Source: an optimization exercise on an open RTL-to-GDS flow (aim: small area, a short achievable clock period and few clock cycles). Production flows keep margins and buffers that such runs may drop.
Function was not checked in any run shown here: the RTL went through the layout flow alone.
Power figures rest on the tool's default switching activity, not on a simulated workload.

==> flow/config.mk <==
export PLATFORM = sky130hd
export DESIGN_NAME = PMIPSL0
export DESIGN_NICKNAME = PMIPSL0
export VERILOG_FILES = /design/flow/design.v
export SDC_FILE = /design/flow/constraint.sdc
export NUM_CORES = 4
export LEC_CHECK = 0
export ABC_CLOCK_PERIOD_IN_PS = 3000
export CAP_MARGIN = 20
export CORE_MARGIN = 2
export CORE_UTILIZATION = 40
export PLACE_DENSITY = 0.6
export SLEW_MARGIN = 20
==> flow/constraint.sdc <==
create_clock -name core_clock -period 6.0 [get_ports {clock}]
set_input_delay 1.2000 -clock core_clock [delete_from_list [all_inputs] [get_ports {clock}]]
set_output_delay 1.2000 -clock core_clock [all_outputs]
set_load 0.01 [all_outputs]
==> flow/design.v <==
module RegFile(
	rdata1,			 
	rdata2,			 
	clock,
	wdata,			 
	waddr,			 
	raddr1,			 
	raddr2,			 
	write			 
	);
output [15:0] rdata1, rdata2;
input clock;
input [15:0] wdata;
input [2:0] raddr1, raddr2;
input [2:0] waddr;
input write;
reg [15:0] regcell[1:7];		 
integer i;
always @(posedge clock)
	for (i = 1; i < 8; i = i + 1)
		if (write && waddr == i) regcell[i] <= wdata;
assign rdata1 = (raddr1 == 0) ? 16'd0 : regcell[raddr1];
assign rdata2 = (raddr2 == 0) ? 16'd0 : regcell[raddr2];
endmodule
module Control(
	RegWrite,	 
	RegDst,		 
	Sub,		 
	UseImm,		 
	MemRead,	 
	MemWrite,	 
	Branch,		 
	Jump,		 
	OpCode
	);
output RegWrite, RegDst, Sub, UseImm, MemRead, MemWrite, Branch, Jump;
input [3:0] OpCode;
assign RegDst   = (OpCode == 4'd0) | (OpCode == 4'd1);
assign Sub      = (OpCode == 4'd1);
assign UseImm   = (OpCode == 4'd6);
assign MemRead  = (OpCode == 4'd3);
assign MemWrite = (OpCode == 4'd4);
assign Branch   = (OpCode == 4'd5);
assign Jump     = (OpCode == 4'd8);
assign RegWrite = RegDst | UseImm | MemRead;
endmodule
module PMIPSL0(
	imemaddr, 	 
	dmemaddr,	 
	dmemwdata,	 
	dmemwrite,	 
	dmemread,	 
	aluresult,	 
	clock,
	imemrdata,	 
	dmemrdata,	 
	reset		 
	);
output [15:0] imemaddr;
output [15:0] dmemaddr;
output [15:0] dmemwdata;
output dmemwrite;
output dmemread;
output [15:0] aluresult;
input clock;
input [16:0] imemrdata;
input [15:0] dmemrdata;
input reset;
reg [16:0] IR;		 
reg [15:1] SeqPC;	 
reg [15:0] A, B;	 
wire [3:0] op = IR[16:13];
wire [2:0] rt = IR[9:7];
wire [2:0] rd = IR[6:4];
wire [15:0] imm = {{9{IR[6]}}, IR[6:0]};
wire RegWrite, RegDst, Sub, UseImm, MemRead, MemWrite, Branch, Jump;
Control ctl(RegWrite, RegDst, Sub, UseImm, MemRead, MemWrite, Branch, Jump, op);
wire [15:0] wdata;
wire [2:0] waddr = RegDst ? rd : rt;
wire write = RegWrite && (waddr != 3'd0);
wire [2:0] frs = imemrdata[12:10];
wire [2:0] frt = imemrdata[9:7];
wire [15:0] ra, rb;
RegFile rf(ra, rb, clock, wdata, waddr, frs, frt, write);
wire [15:0] addr = A + imm;
wire [15:0] alu = Sub ? A - B : A + B;
assign wdata = MemRead ? dmemrdata : (UseImm ? addr : alu);
assign dmemaddr = addr;
assign dmemwdata = B;
assign dmemread = MemRead;
assign dmemwrite = MemWrite;
assign aluresult = addr;
wire taken = Branch && (A == B);
wire [15:1] btarget = SeqPC + imm[14:0];
wire [15:1] jtarget = {SeqPC[15:14], IR[12:0]};
wire [15:1] fetch = Jump ? jtarget : (taken ? btarget : SeqPC);
assign imemaddr = {fetch, 1'b0};
always @(posedge clock)
	if (reset) begin
		IR[16:13] <= 4'd2;	 
		SeqPC <= 0;
	end else begin
		IR[16:13] <= imemrdata[16:13];
		SeqPC <= fetch + 1'b1;
	end
always @(posedge clock) begin
	IR[12:0] <= imemrdata[12:0];
	A <= (write && waddr == frs) ? wdata : ra;
	B <= (write && waddr == frt) ? wdata : rb;
end
endmodule
==> flow/run.sh <==
#!/bin/bash
# synth_recipe.tcl (not shown) runs the flow's synth.tcl, then flattens the netlist and writes it again
# the make line also repeats each setting of config.mk as NAME=value (left out here)
make -C /OpenROAD-flow-scripts/flow DESIGN_CONFIG=/design/flow/config.mk WORK_HOME=/design/flow/orfs CLKGATE_MAP_FILE= SYNTH_SCRIPT=/design/flow/synth_recipe.tcl finish
==> results.json, run 1 <==
{
  "finalMaxSlewViolations": 0,
  "pre_cts_ws_ps": 1320,
  "ant_nets": 0,
  "slew_headroom": 0.219,
  "grt_use_total": 0.222,
  "yosysTopAreaCellShare": 0.293,
  "pin_count": 101,
  "clk_pin_slew_ps": 80,
  "power_density_nw_per_um2": 314,
  "worstPathRequired_ps": 4800,
  "clkSinkCount": 176,
  "antenna_found_initial": 0,
  "start_util": 0.410,
  "syn_area_um2": 11500,
  "setup_viol": 0,
  "synthFlopType": "edfxtp_1",
  "ys_top_cells_by_area": "edfxtp_1 29%, dfxtp_1 11%, ha_1 6.5%",
  "start_kind": "flip-flop",
  "grt_pass1_vias": 8931,
  "cp.arrival_ps": 3900,
  "htree_levels": 4,
  "die_h_um": 173,
  "drt_iter0_markers": 1140,
  "cts_tree": "done",
  "grt_first_pass_wirelength_mm": 51.8,
  "synthArstFlopShare": 0,
  "synth_enable_flop_cells": 112,
  "cts_buffer_depth": 2,
  "drive_gt1_frac": 0.0977,
  "finalCritPeriodShare": 0.851,
  "via_per_inst": 5.73,
  "syn_nets": 1310,
  "firstDrtPassIters": 5,
  "clock_skew_ps": 21.7,
  "cellLeakagePower_uw": 0.00504,
  "cts_resized": 0,
  "ys_types": 89,
  "dieArea_um2": 30100,
  "root_buffer": "clkbuf_16",
  "cap_violations": 0,
  "nFillCells": 2690,
  "rows": 61,
  "grt_max_degree": 50,
  "grt-ovfl-total": 0,
  "status": "complete, no violations",
  "worstSetupPathType": "reg2out",
  "setup_slack_ps": 896,
  "area_growth_pct": 15.7,
  "fin_cells": 1657,
  "seq_area_frac_synth": 0.405,
  "period_needed_ps": 5100,
  "cp-end-kind": "output pin",
  "path_max_fanout": 21,
  "postRouteWirelength_mm": 33.8,
  "synth_warnings": 19,
  "synth_area_leader_cell": "edfxtp_1",
  "synthCells": 1211,
  "route.detailed.drc": 0,
  "final_nets": 1365,
  "tightestPinTransition_ps": 1170,
  "die_width_um": 173,
  "setup_tns_ps": 0,
  "hold_violations": 0,
  "syn_avg_cell_area_um2": 9.47,
  "ys_ff_latch": 176,
  "max_freq_ghz": 0.196,
  "core_um2": 28000,
  "antenna_cells": 0,
  "place.gp.congestion": 0.900,
  "hp-class": "reg2reg",
  "rsz0062_at_grt": "false",
  "dpl.cell_count": 1625,
  "num_vias": 9501,
  "peakVddDrop_v": 0.000181,
  "cts_setup_buffers": 0,
  "cts_hold_buf": 0,
  "dpl.hpwl_mm": 24.2,
  "io_buffers": 99,
  "wl_per_cell_um": 20.4,
  "fin_util": 0.474,
  "clkLatencyLatePin_ps": 450,
  "cts_buffers": 17
}
## report_power, final
part	internal (µW)	total, µW	switching, µW
combinational	593	1460	864
clock	583	1170	586
sequential	1480	1550	69.2
## path summary, 6_finish.rpt
check	startpoint	to	slack (ps)	cells after the start
max	IR[6]$_DFF_P_	dmemaddr[15]	900	9
min reg2reg	SeqPC[15]$_SDFF_PP0_	SeqPC[15]$_SDFF_PP0_	660	3
min	SeqPC[15]$_SDFF_PP0_	SeqPC[15]$_SDFF_PP0_	660	3
max reg2reg	B[1]$_DFF_P_	rf.regcell[1][11]$_DFFE_PP_	1960	11
## through the flow
step	power [µW]	area [µm²]	hold WS, ps
after floorplan	2490	11500	587
after global placement	2990	12600	625
after detailed placement	3000	12600	641
after CTS	4170	13300	663
after global routing	4380	13300	714
final	4170	13300	664
## cell usage in the layout (no fill, tap or decap), drive strengths merged, types with 18 or more instances in the layout
master,netlist,layout
a211oi,21,21
a21o,20,20
a21oi,109,109
a221oi,19,19
a31oi,18,18
buf,44,27
clkdlybuf4s50,0,95
dfxtp,64,64
edfxtp,112,112
ha,60,60
inv,60,69
mux2,25,25
mux2i,43,43
nand2,98,98
nand2b,22,22
nand3,21,21
nor2,97,97
nor2b,19,19
nor3,30,30
o21ai,68,68
xnor2,33,33
## sequential cells by signal (all words and copies together) (netlist names)
| signal | flops |
|---|---|
| A | 16 |
| B | 16 |
| IR | 17 |
| SeqPC | 15 |
| rf.regcell | 112 |
## synthesized netlist by cell type, drive strengths merged, types with 20 or more instances
master    n
mux2i    43
edfxtp  112
nand2b   22
xnor2    33
buf      44
inv      60
nand2    98
nor2     97
a21o     20
nor3     30
a211oi   21
a21oi   109
mux2     25
nand3    21
dfxtp    64
ha       60
o21ai    68
clkbuf   41
## cell families after synthesis
group                      after synthesis  share of synthesized area
AOI/OAI and AO/OA                      360                      0.203
xor gates and xnor gates                43                     0.0328
adders and majority gates               64                     0.0724
buffers and inverters                  147                     0.0613
DFF                                    176                      0.405
muxes                                   74                     0.0738
other                                    1                   0.000327
and+or+nand+nor                        346                      0.152
## worst max-delay path: stages (launching register included)
cell and delay [ps]:
dfxtp_1 970, ha_1 420, and2_1 190, and3_1 180
and2_1 140, a211oi_1 240, nor2_1 100, o41ai_2 340
xnor2_1 260, clkdlybuf4s50_1 610
## cell type report
class,instances,area [µm²],share of cell area
repair buffers,122,1140,0.0858
well taps,378,473,0.0356
inverters,61,229,0.0173
multi-input cells,888,6150,0.464
clock buffers,17,425,0.0321
clock inverters,15,209,0.0157
flip-flops and latches,176,4640,0.350
## routing by layer
| layer | up-vias | GRT usage | part of all wire | wire (µm) |
|---|---|---|---|---|
| li1 | 4556 | - | - | - |
| met1 | 4500 | 0.315 | 0.47 | 15700 |
| met2 | 395 | 0.347 | 0.44 | 15000 |
| met3 | 50 | 0.0395 | 0.069 | 2320 |
| met4 | 0 | 0.0629 | 0.021 | 704 |
| met5 | - | 0 | 0 | 0 |
==> run 2: changes to the inputs <==
--- a/flow/design.v
+++ b/flow/design.v
@@ -22,4 +22,36 @@
 assign rdata1 = (raddr1 == 0) ? 16'd0 : regcell[raddr1];
 assign rdata2 = (raddr2 == 0) ? 16'd0 : regcell[raddr2];
+endmodule
+module Adder(
+	sum,		 
+	a,		 
+	b,		 
+	ci		 
+	);
+parameter W = 16;
+localparam L = $clog2(W);
+output [W-1:0] sum;
+input [W-1:0] a, b;
+input ci;
+wire [W-1:0] p = a ^ b;
+wire [W-1:0] g = a & b;
+wire [W*(L+1)-1:0] G, P;
+assign G[W-1:0] = {g[W-1:1], g[0] | (p[0] & ci)};
+assign P[W-1:0] = p;
+genvar l, i;
+generate
+	for (l = 0; l < L; l = l + 1) begin: level
+		for (i = 0; i < W; i = i + 1) begin: col
+			if (i >= (1 << l)) begin: comb
+				assign G[(l+1)*W+i] = G[l*W+i] | (P[l*W+i] & G[l*W+i-(1<<l)]);
+				assign P[(l+1)*W+i] = P[l*W+i] & P[l*W+i-(1<<l)];
+			end else begin: pass
+				assign G[(l+1)*W+i] = G[l*W+i];
+				assign P[(l+1)*W+i] = P[l*W+i];
+			end
+		end
+	end
+endgenerate
+assign sum = p ^ {G[L*W+W-2:L*W], ci};
 endmodule
 module Control(
@@ -83,6 +115,8 @@
 wire [15:0] ra, rb;
 RegFile rf(ra, rb, clock, wdata, waddr, frs, frt, write);
-wire [15:0] addr = A + imm;
-wire [15:0] alu = Sub ? A - B : A + B;
+wire [15:0] addr;
+Adder #(16) addradd(addr, A, imm, 1'b0);
+wire [15:0] alu;
+Adder #(16) aluadd(alu, A, Sub ? ~B : B, Sub);
 assign wdata = MemRead ? dmemrdata : (UseImm ? addr : alu);
 assign dmemaddr = addr;
@@ -92,5 +126,6 @@
 assign aluresult = addr;
 wire taken = Branch && (A == B);
-wire [15:1] btarget = SeqPC + imm[14:0];
+wire [15:1] btarget;
+Adder #(15) pcadd(btarget, SeqPC, imm[14:0], 1'b0);
 wire [15:1] jtarget = {SeqPC[15:14], IR[12:0]};
 wire [15:1] fetch = Jump ? jtarget : (taken ? btarget : SeqPC);
==> run 2 against run 1 <==
  * Still clean on timing, DRC and antenna
  * Via count decreased by 6.3%
  * Clock skew increased by 3.3 ps
  * Area after synthesis decreased by 4.5%
  * Maximum frequency increased by 4.8%
  * Final cell count decreased by 7.8%
  * Final area decreased by 3.5%
  * Critical path depth increased by 1
  * Global-route usage increased by 0.25 points
  * Core utilization increased by 0.14 points
  * Synthesized cell count decreased by 8.6%
  * Register-to-register slack got worse by 280 ps
  * First-iteration DRC count decreased by 26%
==> results.json, run 2 <==
{
  "die_h_um": 170,
  "root_buffer": "clkbuf_16",
  "grt_first_pass_wirelength_mm": 49.4,
  "cts_buffers": 17,
  "grt-ovfl-total": 0,
  "final_cell_mix": "112 x edfxtp_1, 103 x a21oi_1, 95 x clkdlybuf4s50_1, 78 x nor2_1, 72 x nand2_1",
  "synth_common_cells": "112 x edfxtp_1, 103 x a21oi_1, 78 x nor2_1",
  "hp-class": "reg2reg",
  "core_um2": 27000,
  "worstSetupPathType": "reg2out",
  "die_width_um": 170,
  "synth_area_leader_cell": "edfxtp_1",
  "route.detailed.drc": 0,
  "max_stage_delay_ps": 590,
  "via_per_inst": 5.82,
  "top_regs": "rf.regcell x112, IR x17",
  "finalMaxSlewViolations": 0,
  "yosysTopAreaCellShare": 0.307,
  "clkLatencyLatePin_ps": 450,
  "setup_tns_ps": 0,
  "clock_skew_ps": 25.0,
  "finalCritPeriodShare": 0.812,
  "rows": 60,
  "cts_buffer_depth": 2,
  "drive_gt1_frac": 0.0944,
  "cp_slowest_cell": "or4_1",
  "hold_violations": 0,
  "synthFlopType": "edfxtp_1",
  "cts_resized": 0,
  "clk_pin_slew_ps": 80,
  "pin_count": 101,
  "path_cells": "buf_4 -> ha_1 -> or4_1 -> o211ai_1 -> nand3_1 -> a2111oi_0 -> nor3_1 -> a21oi_1 -> inv_1 -> clkdlybuf4s50_1",
  "fin_cells": 1528,
  "antenna_cells": 0,
  "cts_tree": "done",
  "syn_area_um2": 11000,
  "start_util": 0.407,
  "regMostFlops": "rf.regcell",
  "place.gp.congestion": 0.890,
  "peakVddDrop_v": 0.000210,
  "dpl.cell_count": 1496,
  "hold_ws_ps": 652,
  "synth_warnings": 19,
  "final_common_cell": "edfxtp_1",
  "ys_types": 82,
  "placed_area_um2": 12200,
  "tightestPinTransition_ps": 938,
  "syn_avg_cell_area_um2": 9.90,
  "htree_levels": 4,
  "postRouteWirelength_mm": 32.1,
  "setup_viol": 0,
  "stdcell_area_um2": 12800,
  "drt_iter0_markers": 846,
  "worstPathRequired_ps": 4800,
  "slew_headroom": 0.373,
  "status": "complete, no violations",
  "dpl.hpwl_mm": 22.7,
  "dieArea_um2": 28700,
  "crit_family": "compound AO/OA/AOI/OAI gates",
  "synth_enable_flop_cells": 112,
  "crit_buf_inv": 3,
  "antenna_found_initial": 0,
  "io_buffers": 99,
  "wl_per_cell_um": 21.0,
  "synthArstFlopShare": 0,
  "period_needed_ps": 4870,
  "cap_violations": 0,
  "path_max_fanout": 16,
  "cellLeakagePower_uw": 0.00481,
  "ant_nets": 0,
  "fin_util": 0.475,
  "nFillCells": 2522,
  "start_kind": "flip-flop",
  "grt_use_total": 0.224,
  "cp.arrival_ps": 3670,
  "synth.most_common_cell": "edfxtp_1",
  "num_vias": 8900,
  "grt_pass1_vias": 8378,
  "rsz0062_at_grt": "false",
  "grt_max_degree": 51,
  "ys_top_cells_by_area": "edfxtp_1 31%, dfxtp_1 12%, ha_1 5.0%",
  "ys_ff_latch": 176,
  "max_freq_ghz": 0.205,
  "power_density_nw_per_um2": 325,
  "cts_hold_buf": 0,
  "clkSinkCount": 176,
  "largest_reg_flops": 112,
  "seq_area_frac_synth": 0.424,
  "synthCells": 1107,
  "cts_setup_buffers": 0,
  "syn_nets": 1189,
  "final_nets": 1256,
  "area_growth_pct": 16.9,
  "firstDrtPassIters": 5,
  "cp-end-kind": "output pin"
}
## run 2: cell count changes in the layout (fill, tap and decap cells not counted), moves of 6 or more
cell	change
o22ai_1	+10
a21o_1	-8
nor3_1	-11
nand2_1	-26
nand2b_1	-7
nor2_1	-18
a21boi_0	-7
mux2_2	-6
o31ai_1	-12
xor2_1	+11
ha_1	-16
xnor2_1	+26
inv_1	-24
a31oi_1	-10
## run 2: routing by layer
metal | up-vias | part of all wire | GRT usage
met5 | - | 0 | 0
met4 | 0 | 0.019 | 0.0695
met3 | 40 | 0.059 | 0.0310
met2 | 321 | 0.47 | 0.363
met1 | 4274 | 0.46 | 0.313
li1 | 4265 | - | -
## run 2: area by class of cell
| cell class | instances | area [µm²] | share of cell area |
|---|---|---|---|
| Multi-Input combinational cell | 820 | 5810 | 0.454 |
| Sequential cell | 176 | 4640 | 0.363 |
| Timing Repair Buffer | 121 | 1130 | 0.0885 |
| Tap cell | 341 | 427 | 0.0333 |
| Clock buffer | 17 | 425 | 0.0332 |
| Clock inverter | 15 | 221 | 0.0173 |
| Inverter | 38 | 143 | 0.0111 |
## run 2: worst paths after layout
path	from	end	slack (ps)	cells past startpoint
min	rf.regcell[1][3]$_DFFE_PP_	A[3]$_DFF_P_	650	2
min reg2reg	rf.regcell[1][3]$_DFFE_PP_	A[3]$_DFF_P_	650	2
max	IR[6]$_DFF_P_	imemaddr[15]	1130	10
max reg2reg	IR[15]$_SDFF_PP0_	rf.regcell[1][14]$_DFFE_PP_	1680	12
## run 2: per-stage QoR
step                      setup slack, ps  power, µW
final                                1130       4160
after global routing                  904       4360
after CTS                            1110       4160
after detailed placement             1590       2980
after global placement               1650       2970
after floorplan                      2180       2480
## run 2: tightest hold or removal path: stages (launching register included)
cell and delay, ps:
edfxtp_1 350, a221oi_1 80, o31ai_1 190
## run 2: cell families after synthesis
kind of cell	synth area share
muxes	0.0746
buffers and inverters	0.0477
AOI/OAI and AO/OA	0.197
DFF	0.424
other	0.000342
xor gates and xnor gates	0.0639
adders and majority gates	0.0557
and+or+nand+nor	0.137
## run 2: power by group
part	leakage, µW	switching, µW	internal [µW]
Clock	0.000310	599	592
Combinational	0.00295	811	592
Sequential	0.00155	79.5	1490
Total	0.00481	1490	2670
==> run 3: changes to the inputs <==
--- a/flow/design.v
+++ b/flow/design.v
@@ -101,4 +101,6 @@
 reg [16:0] IR;		 
 reg [15:1] SeqPC;	 
+reg [15:1] BTarget;	 
+reg Taken;		 
 reg [15:0] A, B;	 
 wire [3:0] op = IR[16:13];
@@ -108,16 +110,11 @@
 wire RegWrite, RegDst, Sub, UseImm, MemRead, MemWrite, Branch, Jump;
 Control ctl(RegWrite, RegDst, Sub, UseImm, MemRead, MemWrite, Branch, Jump, op);
-wire [15:0] wdata;
 wire [2:0] waddr = RegDst ? rd : rt;
 wire write = RegWrite && (waddr != 3'd0);
-wire [2:0] frs = imemrdata[12:10];
-wire [2:0] frt = imemrdata[9:7];
-wire [15:0] ra, rb;
-RegFile rf(ra, rb, clock, wdata, waddr, frs, frt, write);
 wire [15:0] addr;
 Adder #(16) addradd(addr, A, imm, 1'b0);
 wire [15:0] alu;
 Adder #(16) aluadd(alu, A, Sub ? ~B : B, Sub);
-assign wdata = MemRead ? dmemrdata : (UseImm ? addr : alu);
+wire [15:0] wdata = MemRead ? dmemrdata : (UseImm ? addr : alu);
 assign dmemaddr = addr;
 assign dmemwdata = B;
@@ -125,22 +122,31 @@
 assign dmemwrite = MemWrite;
 assign aluresult = addr;
-wire taken = Branch && (A == B);
-wire [15:1] btarget;
-Adder #(15) pcadd(btarget, SeqPC, imm[14:0], 1'b0);
 wire [15:1] jtarget = {SeqPC[15:14], IR[12:0]};
-wire [15:1] fetch = Jump ? jtarget : (taken ? btarget : SeqPC);
+wire [15:1] fetch = Jump ? jtarget : (Taken ? BTarget : SeqPC);
 assign imemaddr = {fetch, 1'b0};
+wire [2:0] frs = imemrdata[12:10];
+wire [2:0] frt = imemrdata[9:7];
+wire [15:0] ra, rb;
+RegFile rf(ra, rb, clock, wdata, waddr, frs, frt, write);
+wire [15:0] fa = (write && waddr == frs) ? wdata : ra;
+wire [15:0] fb = (write && waddr == frt) ? wdata : rb;
+wire [15:1] fseq = fetch + 1'b1;
+wire [15:1] fbt;
+Adder #(15) pcadd(fbt, fetch, {{8{imemrdata[6]}}, imemrdata[6:0]}, 1'b1);
 always @(posedge clock)
 	if (reset) begin
 		IR[16:13] <= 4'd2;	 
+		Taken <= 1'b0;
 		SeqPC <= 0;
 	end else begin
 		IR[16:13] <= imemrdata[16:13];
-		SeqPC <= fetch + 1'b1;
+		Taken <= (imemrdata[16:13] == 4'd5) && (fa == fb);
+		SeqPC <= fseq;
 	end
 always @(posedge clock) begin
 	IR[12:0] <= imemrdata[12:0];
-	A <= (write && waddr == frs) ? wdata : ra;
-	B <= (write && waddr == frt) ? wdata : rb;
+	A <= fa;
+	B <= fb;
+	BTarget <= fbt;
 end
 endmodule
==> run 3 against run 2 <==
  * Still clean on timing, DRC and antenna
  * Clock skew shrank 9.6 ps
  * Clock power fell by 4%
  * Core utilization is 0.67 points lower
  * Global-route usage down 0.083 points
  * Final cell count increased by 12%
  * Critical path depth down 3
  * Total power is essentially flat
==> results.json, run 3 <==
{
  "status": "complete, no violations",
  "syn_area_um2": 12000,
  "reg2reg_depth": 13,
  "max_freq_ghz": 0.199,
  "ant_nets": 0,
  "cp-end-kind": "output pin",
  "die_h_um": 177,
  "route.detailed.drc": 0,
  "crit_family": "compound AO/OA/AOI/OAI gates",
  "ys_top_cells_by_area": "edfxtp_1 28%, dfxtp_1 13%, mux2i_1 6.6%",
  "cp.arrival_ps": 3820,
  "ys_ff_latch": 192,
  "path_max_fanout": 16,
  "antenna_found_initial": 0,
  "finalCritPeriodShare": 0.837,
  "placed_area_um2": 13200,
  "synth_warnings": 19,
  "worstPathRequired_ps": 4800,
  "hold_depth": 3,
  "synthCells": 1243,
  "synth_enable_flop_cells": 112,
  "grt_first_pass_wirelength_mm": 53.5,
  "syn_nets": 1328,
  "rsz0062_at_grt": "false",
  "setup_viol": 0,
  "synthFlopType": "edfxtp_1",
  "grt_pass1_vias": 9381,
  "grt_use_total": 0.224,
  "cts_buffer_depth": 2,
  "start_util": 0.405,
  "period_needed_ps": 5020,
  "clkSinkCount": 192,
  "grt-ovfl-total": 0,
  "stdcell_area_um2": 13800,
  "slew_headroom": 0.292,
  "drt_iter0_markers": 841,
  "peakVddDrop_v": 0.000216,
  "core_um2": 29600,
  "num_vias": 9886,
  "final_cell_mix": "112 x nand2_1, 112 x edfxtp_1, 97 x clkdlybuf4s50_1, 92 x nor2_1, 82 x o21ai_0",
  "seq_area_frac_synth": 0.415,
  "dieArea_um2": 31300,
  "top_regs": "rf.regcell x112, IR x17",
  "path_cells": "ha_1 -> a21o_1 -> or3_1 -> o311a_1 -> o41ai_1 -> xnor2_1 -> clkdlybuf4s50_1",
  "postRouteWirelength_mm": 34.9,
  "area_growth_pct": 15.7,
  "clkLatencyLatePin_ps": 450,
  "p_total_uw": 4160,
  "cap_violations": 0,
  "syn_avg_cell_area_um2": 9.63,
  "grt_max_degree": 35,
  "clock_skew_ps": 15.3,
  "dpl.hpwl_mm": 25.8,
  "finalMaxSlewViolations": 0,
  "place.gp.congestion": 0.900,
  "firstDrtPassIters": 5,
  "synth_area_leader_cell": "edfxtp_1",
  "cts_buffers": 17,
  "cts_resized": 0,
  "clk_pin_slew_ps": 80,
  "nFillCells": 2783,
  "cp.depth": 7,
  "hold_violations": 0,
  "die_width_um": 177,
  "largest_reg_flops": 112,
  "max_stage_delay_ps": 780,
  "wl_per_cell_um": 20.5,
  "root_buffer": "clkbuf_16",
  "cp_slowest_cell": "dfxtp_1",
  "drive_gt1_frac": 0.0812,
  "cellLeakagePower_uw": 0.00530,
  "pin_count": 101,
  "cts_hold_buf": 0,
  "cts_setup_buffers": 0,
  "final_nets": 1389,
  "start_kind": "flip-flop",
  "io_buffers": 99,
  "regArea_um2": 4960,
  "htree_levels": 4,
  "ys_types": 83,
  "cts_tree": "done",
  "tightestPinTransition_ps": 1060,
  "via_per_inst": 5.79,
  "crit_buf_inv": 1,
  "setup_tns_ps": 0,
  "antenna_cells": 0,
  "rows": 63,
  "regMostFlops": "rf.regcell",
  "multiInputGateArea_um2": 6460,
  "yosysTopAreaCellShare": 0.281,
  "worstSetupPathType": "reg2out",
  "hp-class": "reg2reg",
  "synthArstFlopShare": 0,
  "synth_common_cells": "112 x edfxtp_1, 112 x nand2_1, 92 x nor2_1",
  "power_density_nw_per_um2": 300
}
run 3: changes by cell type in the layout (fill, tap and decap cells not counted), sizes merged, moves of 9 or more:
cell    delta
nor3      +12
a21oi     -23
nor2      +14
xor2      +13
mux2i     +36
nand2     +40
dfxtp     +16
o21ai     +17
mux2       -9
a221oi    -12
run 3: cells by family after synthesis:
| logic type | share of synthesized area |
|---|---|
| simple gates | 0.147 |
| compound gates | 0.173 |
| flops | 0.415 |
| buf+inv | 0.0484 |
| mux | 0.0990 |
| xor+xnor | 0.0635 |
| fa+ha+maj | 0.0541 |
| other cells | 0.000313 |
run 3: final cells by class:
class | instances | share of cell area
Multi-Input combinational cell | 922 | 0.466
Sequential cell | 192 | 0.358
Timing Repair Buffer | 123 | 0.0838
Tap cell | 390 | 0.0352
Clock buffer | 17 | 0.0307
Inverter | 48 | 0.0130
Clock inverter | 15 | 0.0123
run 3: final timing paths:
kind                             from                    to  slack, ps
hold reg to reg   BTarget[15]$_DFF_P_  SeqPC[15]$_SDFF_PP0_        680
hold / removal    BTarget[15]$_DFF_P_  SeqPC[15]$_SDFF_PP0_        680
setup reg to reg    IR[16]$_SDFF_PP0_      Taken$_SDFF_PP0_       1150
setup / recovery        IR[6]$_DFF_P_          dmemaddr[12]        980
run 3: report_power, final:
part / internal, µW / switching [µW] / total, µW / leakage (µW)
clock: 594 / 550 / 1140 / 0.000285
combinational: 569 / 804 / 1370 / 0.00333
sequential: 1580 / 66.1 / 1640 / 0.00168
run 3: worst register-to-register path: cells and delay by family (launching register included):
| family | cells | cell delay [ps] |
|---|---|---|
| multiplexers | 1 | 240 |
| XOR/XNOR | 2 | 400 |
| adder cells (fa/ha/maj) | 1 | 420 |
| AO/OA/AOI/OAI | 6 | 1750 |
| AND/OR/NAND/NOR | 3 | 1400 |
| flip-flops | 1 | 550 |
run 3: metal layers:
layer  share of wire  GRT usage
met1            0.45      0.309
met4           0.014     0.0603
met3           0.070     0.0363
met2            0.47      0.363
met5               0          0
run 3: stage by stage:
step | hold slack, ps | std cells | setup WS [ps] | utilization
4_1_cts | 689 | 1707 | 993 | 0.468
6_report | 683 | 1707 | 981 | 0.469
5_1_grt | 748 | 1707 | 789 | 0.469
2_1_floorplan | 608 | 1243 | 1820 | -
3_3_place_gp | 665 | 1675 | 1300 | 0.448
3_5_place_dp | 679 | 1675 | 1220 | 0.448
==> run 4: changes to the inputs <==
--- a/flow/config.mk
+++ b/flow/config.mk
@@ -11,3 +11,4 @@
 export CORE_UTILIZATION = 40
 export PLACE_DENSITY = 0.6
+export SETUP_SLACK_MARGIN = 2.5
 export SLEW_MARGIN = 20
==> run 4 against run 3 <==
  * Setup slack improved by 990 ps
  * Highest routed layer is now met5
  * Sequential power barely moved
  * Final area rose by 12%
  * Count of clock-buffer cells in the layout rose by 1
  * Combinational power rose by 25%
  * Area after synthesis did not move
  * First-iteration DRC count rose by 8.8%
  * Maximum frequency rose by 25%
  * Die area did not move
  * Total power rose by 9.0%
  * Synthesized cell count did not move
==> results.json, run 4 <==
{
  "status": "complete, no violations",
  "slew_headroom": 0.316,
  "finalCritPeriodShare": 0.672,
  "reg2reg_slack_ps": 1970,
  "root_buffer": "clkbuf_16",
  "largest_reg_flops": 112,
  "ys_ff_latch": 192,
  "regMostFlops": "rf.regcell",
  "dpl.hpwl_mm": 25.8,
  "rows": 63,
  "synthCells": 1243,
  "num_vias": 10400,
  "synth_warnings": 19,
  "reg2reg_from": "IR[14]$_SDFF_PP1_",
  "start_util": 0.405,
  "path_max_fanout": 8,
  "firstDrtPassIters": 5,
  "io_buffers": 99,
  "syn_nets": 1328,
  "wl_per_cell_um": 20.7,
  "grt_pass1_vias": 9875,
  "synthArstFlopShare": 0,
  "ys_top_cells_by_area": "edfxtp_1 28%, dfxtp_1 13%, mux2i_1 6.6%",
  "cp.arrival_ps": 4370,
  "finalMaxSlewViolations": 0,
  "clkLatencyLatePin_ps": 450,
  "fin_cells": 1809,
  "r2r_end": "Taken$_SDFF_PP0_",
  "cts_hold_buf": 0,
  "drive_gt1_frac": 0.259,
  "grt-ovfl-total": 0,
  "cap_violations": 0,
  "p_int_uw": 2950,
  "hold_violations": 0,
  "final_cell_mix": "112 x edfxtp_1, 106 x nand2_1, 102 x buf_4, 89 x nor2_1, 77 x mux2i_1",
  "setup.worst_path.start": "IR[14]$_SDFF_PP1_",
  "grt_use_total": 0.232,
  "clkSinkCount": 192,
  "antenna_found_initial": 1,
  "via_per_inst": 5.77,
  "cts_tree": "done",
  "min-delay-start": "BTarget[15]$_DFF_P_",
  "cts_buffer_depth": 2,
  "peakVddDrop_v": 0.000190,
  "die_h_um": 177,
  "antenna_cells": 0,
  "combPwrFrac": 0.378,
  "clk_pin_slew_ps": 80,
  "die_width_um": 177,
  "place.gp.congestion": 0.905,
  "start_kind": "flip-flop",
  "synth_area_leader_cell": "edfxtp_1",
  "setup_viol": 0,
  "postRouteWirelength_mm": 37.4,
  "pin_count": 101,
  "core_um2": 29600,
  "syn_avg_cell_area_um2": 9.63,
  "ant_nets": 0,
  "hold_ws_ps": 668,
  "clock_skew_ps": 18.1,
  "tightestPinTransition_ps": 1020,
  "nFillCells": 2602,
  "synthFlopType": "edfxtp_1",
  "route.detailed.drc": 0,
  "switching_share": 0.350,
  "drt_iter0_markers": 915,
  "syn_area_um2": 12000,
  "cellLeakagePower_uw": 0.00614,
  "synth_common_cells": "112 x edfxtp_1, 112 x nand2_1, 92 x nor2_1",
  "p_sw_uw": 1580,
  "reg2reg_depth": 15,
  "hp-class": "reg2reg",
  "htree_levels": 4,
  "grt_first_pass_wirelength_mm": 55.5,
  "max_freq_ghz": 0.248,
  "p_clk_frac": 0.258,
  "dpl.cell_count": 1680,
  "rsz0062_at_grt": "true",
  "regArea_um2": 5010,
  "grt_max_degree": 35,
  "cp-end-kind": "flip-flop",
  "final_common_cell": "edfxtp_1",
  "power_density_nw_per_um2": 292,
  "endpoint": "Taken$_SDFF_PP0_",
  "p_seq_frac": 0.364,
  "final_nets": 1491,
  "cts_buffers": 17,
  "worstPathRequired_ps": 6330,
  "dieArea_um2": 31300,
  "seq_area_frac_synth": 0.415,
  "synth_enable_flop_cells": 112,
  "top_regs": "rf.regcell x112, IR x17",
  "multiInputGateArea_um2": 7290,
  "setup_tns_ps": 0,
  "worstSetupPathType": "reg2reg",
  "fin_util": 0.526,
  "period_needed_ps": 4030,
  "ys_types": 83,
  "yosysTopAreaCellShare": 0.281,
  "area_growth_pct": 29.8
}
[run 4: cell count changes in the layout (fill, tap and decap cells not counted), sizes merged, moves of 2 or more]
cell,change
dlymetal6s2s,+7
clkdlybuf4s50,-43
dlygate4sd2,+15
clkinvlp,-3
clkinv,+2
clkbuf,+4
buf,+119
[run 4: power groups by stage]
stage | sequential (µW) | combinational (µW) | clock [µW]
global route | 1660 | 1830 | 1240
finish | 1650 | 1710 | 1170
CTS | 1640 | 1550 | 1190
detailed placement | 1670 | 1370 | 0
global placement | 1670 | 1360 | 0
floorplan | 1650 | 928 | 0
[run 4: per-layer routing]
layer | wire [µm] | track usage
met2 | 17600 | 0.381
met5 | 13 | 0.00962
met4 | 1090 | 0.0799
met3 | 2530 | 0.0380
met1 | 16100 | 0.310
[run 4: cell type report]
cell class,instances,area share
clock inverter,14,0.0111
tap,390,0.0314
timing repair buffer,225,0.126
inverter,48,0.0122
sequential,192,0.322
clock buffer,18,0.0276
multi-input combinational,922,0.469
[run 4: per-stage QoR]
stage	power [µW]	instance area, µm²	setup WS [ps]
after floorplan	2580	12000	2170
after global placement	3030	13300	1370
after detailed placement	3050	13300	1280
after CTS	4380	14900	2030
after global routing	4730	15500	1830
final	4530	15500	1970
[run 4: worst max-delay path, stage by stage (launching register included)]
cell	delay [ps]
dfxtp_4	340
or4b_4	670
buf_6	190
xnor2_4	120
ha_4	260
o21ai_2	150
a211o_1	220
a31oi_4	50
a311o_2	420
a211oi_4	240
xnor2_2	170
a221oi_4	120
buf_4	160
or4_1	490
a31oi_2	210
nor4_2	70
[run 4: worst min path at each step]
stage	end	slack [ps]	cells after the start
global placement	SeqPC[15]$_SDFF_PP0_	670	3
global route	SeqPC[15]$_SDFF_PP0_	710	3
detailed placement	SeqPC[15]$_SDFF_PP0_	680	3
floorplan	A[3]$_DFF_P_	610	2
finish	SeqPC[15]$_SDFF_PP0_	670	3
CTS	SeqPC[15]$_SDFF_PP0_	660	3
[run 4: what timing repair did]
action	in CTS	in global routing
pin swaps	59	55
endpoints found under the setup margin	152	91
buffers inserted	66	30
gates cloned	1	0
resized for setup	234	99
[run 4: kinds of logic (layout without fill, tap and decap cells)]
kind of cell | after synthesis | after routing | synth area share
adders and majority gates | 50 | 50 | 0.0541
and+or+nand+nor | 363 | 363 | 0.147
buffers and inverters | 129 | 305 | 0.0484
other | 1 | 1 | 0.000313
xor gates and xnor gates | 86 | 86 | 0.0635
AOI/OAI and AO/OA | 320 | 320 | 0.173
muxes | 102 | 102 | 0.0990
DFF | 192 | 192 | 0.415

==> re-timing with driven ports <==
No port has a modelled driver above. Below, the same layouts with a new extraction and two added sets of constraints. Step 1: set_driving_cell puts a clkbuf_16 on clock and a buf_2 on each other input, an assumption about the parent block. Step 2 adds t to the input delays and takes it off the output delays; t is the mean of the earliest and latest rising clock arrival at the registers after step 1. Input paths then give back, and output paths get back, about the clock's delay inside the block. Slacks: ideal / step 1 / step 2; pairs: ideal / step 1.
run | t (ns) | slack for setup (ns) | worst setup path at the end | clock arrival spread, ns | cell pins on the clock port's net
run 1 | 0.486 | 0.896 / 0.846 / 1.332 | register to output | 0.022 / 0.022 | 1
run 2 | 0.489 | 1.131 / 1.080 / 1.570 | register to output | 0.025 / 0.025 | 1
run 3 | 0.490 | 0.981 / 0.931 / 1.153 | register to register | 0.017 / 0.017 | 1
run 4 | 0.493 | 1.969 / 1.968 / 1.627 | input to register | 0.020 / 0.019 | 1
After both steps setup and hold are still met in every run listed. The setup slack of run 4, which loses most, moves by -0.001 ns with the drivers and by -0.342 ns with both steps.
